Background: an optimization exercise with open tools, aiming at small area. Do not read the settings as production practice.
Function was checked by simulation only, so behaviour that the tests miss may differ from the original.
The clock port is modelled as an ideal driver, which makes a skipped or thinned clock tree look cheaper than it is; a real chip needs a root buffer or a tree.
Power figures rest on the tool's default switching activity, not on a simulated workload.

## build 38
==> flow/design.v (excerpt) <==
module uart_top #(parameter WIDTH = 8,
                            BR = 115200,
                            CLK_FQ = 25000000)
                (  input clk,
                   input reset,
                   input rd_uart,
                   input wr_uart,
                   input rx,
                   input [WIDTH-1:0] w_data,
                   output [WIDTH-1:0] r_data,
                   output tx,
                   output rx_fifo_full,
                   output rx_fifo_empty,
                   output tx_fifo_full );
For scale: roughly 590 cells after synthesis, ~190 flip-flops, about 25 I/O pins, about 0.0068 mm^2 of cells after synthesis.
Settings: LEC_CHECK=0, CAP_MARGIN=20, CORE_MARGIN=2, CORE_UTILIZATION=60, SLEW_MARGIN=20; clock period 40.0 ns.
standard.sh (not shown) runs the stock make flow with config.mk's settings and CLKGATE_MAP_FILE= SYNTH_SCRIPT=/design/flow/synth_recipe.tcl, a recipe that flattens the netlist after the stock synthesis.
==> flow/flow/run.sh <==
#!/bin/bash
# Standard layout (the standard.sh) with these changes:
#  - ports buffered with buf_1
#  - clock tree built by flow/mytree.tcl: a root buffer and balanced
#    clusters of sinks, each cluster driven by one leaf buffer
# Every tool's output goes to standard.log here (ORFS's own logs are kept
# under orfs/logs).
export MYFLOW_DIR=$PWD/flow
export MY_CTS_ROOT=sky130_fd_sc_hd__clkbuf_16
export MY_CTS_LEAF=sky130_fd_sc_hd__clkbuf_8
export MY_CTS_NLEAF=${MY_CTS_NLEAF:-12}
export BUFFER_PORTS_ARGS="-buffer_cell sky130_fd_sc_hd__buf_1"
export PRE_CTS_TCL=$PWD/flow/cts_hook.tcl
bash standard.sh > standard.log 2>&1
==> flow/flow/cts_hook.tcl <==
# PRE_CTS hook: build the clock tree by hand (flow/mytree.tcl) and turn the
# clock_tree_synthesis call that follows in cts.tcl into a no-op.
source $::env(MYFLOW_DIR)/mytree.tcl
my_clock_tree $::env(MY_CTS_ROOT) $::env(MY_CTS_LEAF) $::env(MY_CTS_NLEAF)
rename clock_tree_synthesis orig_clock_tree_synthesis
proc clock_tree_synthesis {args} { puts "clock tree built by flow/mytree.tcl" }
Other scripts of this flow, unchanged in this note and not shown: flow/flow/mytree.tcl
Here is what was changed in the inputs of build 60 compared with build 38.
--- a/flow/flow/run.sh
+++ b/flow/flow/run.sh
@@ -2,4 +2,5 @@
 # Standard layout (the standard.sh) with these changes:
 #  - ports buffered with buf_1
+#  - before CTS, cells sized down where setup slack allows
 #  - clock tree built by flow/mytree.tcl: a root buffer and balanced
 #    clusters of sinks, each cluster driven by one leaf buffer
@@ -9,5 +10,5 @@
 export MY_CTS_ROOT=sky130_fd_sc_hd__clkbuf_16
 export MY_CTS_LEAF=sky130_fd_sc_hd__clkbuf_8
-export MY_CTS_NLEAF=${MY_CTS_NLEAF:-12}
+export MY_CTS_NLEAF=${MY_CTS_NLEAF:-10}
 export BUFFER_PORTS_ARGS="-buffer_cell sky130_fd_sc_hd__buf_1"
 export PRE_CTS_TCL=$PWD/flow/cts_hook.tcl
==> flow/flow/cts_hook.tcl <==
# PRE_CTS hook:
#  1. size cells down where setup slack allows (repair_timing -recover_power)
#  2. build the clock tree by hand (flow/mytree.tcl) and turn the
#     clock_tree_synthesis call that follows in cts.tcl into a no-op.
estimate_parasitics -placement
repair_timing -recover_power 100 -verbose
source $::env(MYFLOW_DIR)/mytree.tcl
my_clock_tree $::env(MY_CTS_ROOT) $::env(MY_CTS_LEAF) $::env(MY_CTS_NLEAF)
rename clock_tree_synthesis orig_clock_tree_synthesis
proc clock_tree_synthesis {args} { puts "clock tree built by flow/mytree.tcl" }
--- a/flow/config.mk
+++ b/flow/config.mk
@@ -6,6 +6,7 @@
 export NUM_CORES = 4
 export LEC_CHECK = 0
-export CAP_MARGIN = 20
+export CAP_MARGIN = 5
 export CORE_MARGIN = 2
 export CORE_UTILIZATION = 60
-export SLEW_MARGIN = 20
+export PLACE_DENSITY = 0.8
+export SLEW_MARGIN = 5
[summary]
Re total wirelength of the detailed-routed design: build 38 and build 60 aren't equal, and the higher value belongs to build 38.
The higher share of post-route cells with drive strength above 1 came out of build 38.
When the final numbers for build 38 and build 60 were put side by side, the total power after layout turned out to be greater in build 38.
Worst hold slack: build 38 vs build 60, no meaningful difference
The maximum vdd drop number comes out higher for build 38 vs build 60.
For build 63, these inputs were changed with respect to build 60:
--- a/flow/flow/run.sh
+++ b/flow/flow/run.sh
@@ -2,5 +2,4 @@
 # Standard layout (the standard.sh) with these changes:
 #  - ports buffered with buf_1
-#  - before CTS, cells sized down where setup slack allows
 #  - clock tree built by flow/mytree.tcl: a root buffer and balanced
 #    clusters of sinks, each cluster driven by one leaf buffer
==> flow/flow/cts_hook.tcl <==
# PRE_CTS hook: build the clock tree by hand (flow/mytree.tcl) and turn the
# clock_tree_synthesis call that follows in cts.tcl into a no-op.
source $::env(MYFLOW_DIR)/mytree.tcl
my_clock_tree $::env(MY_CTS_ROOT) $::env(MY_CTS_LEAF) $::env(MY_CTS_NLEAF)
rename clock_tree_synthesis orig_clock_tree_synthesis
proc clock_tree_synthesis {args} { puts "clock tree built by flow/mytree.tcl" }
--- a/flow/config.mk
+++ b/flow/config.mk
@@ -6,7 +6,7 @@
 export NUM_CORES = 4
 export LEC_CHECK = 0
-export CAP_MARGIN = 5
+export CAP_MARGIN = 20
 export CORE_MARGIN = 2
 export CORE_UTILIZATION = 60
 export PLACE_DENSITY = 0.8
-export SLEW_MARGIN = 5
+export SLEW_MARGIN = 20
--- outcome ---
On routed length per instance, build 60 and build 63 are basically level. Side by side, total power of the final layout turned out higher in build 63 than in build 60. Height of the chip delta (build 60 -> build 63): insignificant. Compared to build 60, build 63 leaves less free space in the core. Number of standard cells in the final layout excluding fillers of build 60 is on par with build 63. Lower final design instance area without fill among build 60 and build 63: build 60.
Modified inputs, build 95 compared to build 63
--- a/flow/flow/run.sh
+++ b/flow/flow/run.sh
@@ -2,4 +2,5 @@
 # Standard layout (the standard.sh) with these changes:
 #  - ports buffered with buf_1
+#  - before CTS, cells sized down where setup slack allows
 #  - clock tree built by flow/mytree.tcl: a root buffer and balanced
 #    clusters of sinks, each cluster driven by one leaf buffer
==> flow/flow/cts_hook.tcl <==
# PRE_CTS hook:
#  1. size cells down where setup slack allows (repair_timing -recover_power)
#  2. build the clock tree by hand (flow/mytree.tcl) and turn the
#     clock_tree_synthesis call that follows in cts.tcl into a no-op.
estimate_parasitics -placement
repair_timing -recover_power 100 -verbose
source $::env(MYFLOW_DIR)/mytree.tcl
my_clock_tree $::env(MY_CTS_ROOT) $::env(MY_CTS_LEAF) $::env(MY_CTS_NLEAF)
rename clock_tree_synthesis orig_clock_tree_synthesis
proc clock_tree_synthesis {args} { puts "clock tree built by flow/mytree.tcl" }
Global routing met1 resource utilization essentially unchanged between build 95 and build 63.
Build 63 → build 95: sequential share of cell area about even; net switching fraction of the power essentially unchanged; area added between synthesis and finish now smaller; minimum period implied by the final worst setup slack moved up.
No run of this note takes its clock network from TritonCTS; it comes from the design's own scripts or RTL.

[static timing again, ports no longer ideal]
How much do the figures lean on ideal ports? The routed layouts below were timed once more, with nothing changed but the port constraints.
Step 1 sets driving cells, clkbuf_16 on the clock port and buf_2 on the other inputs (assumed; they add their load-dependent delay and slew).
Step 2 adds t to the input delays and takes it off the output delays; t is the mean of the earliest and latest rising clock arrival at the registers after step 1. Input paths then give back, and output paths get back, about the clock's delay inside the block.
a / b / c = ideal ports / drivers / drivers and shift; a / b = the first two.
run	t, ns	setup WS [ns]	hold slack, ns	worst setup path at the end
build 38	0.410	30.039 / 30.002 / 30.412	0.352 / 0.352 / 0.352	register to output
build 60	0.397	29.975 / 29.939 / 30.281	0.354 / 0.354 / 0.354	input to register
build 63	0.398	30.065 / 30.030 / 30.428	0.355 / 0.355 / 0.355	register to output
build 95	0.399	29.922 / 29.886 / 30.285	0.356 / 0.356 / 0.356	register to output
After both steps setup and hold are still met in every run listed.
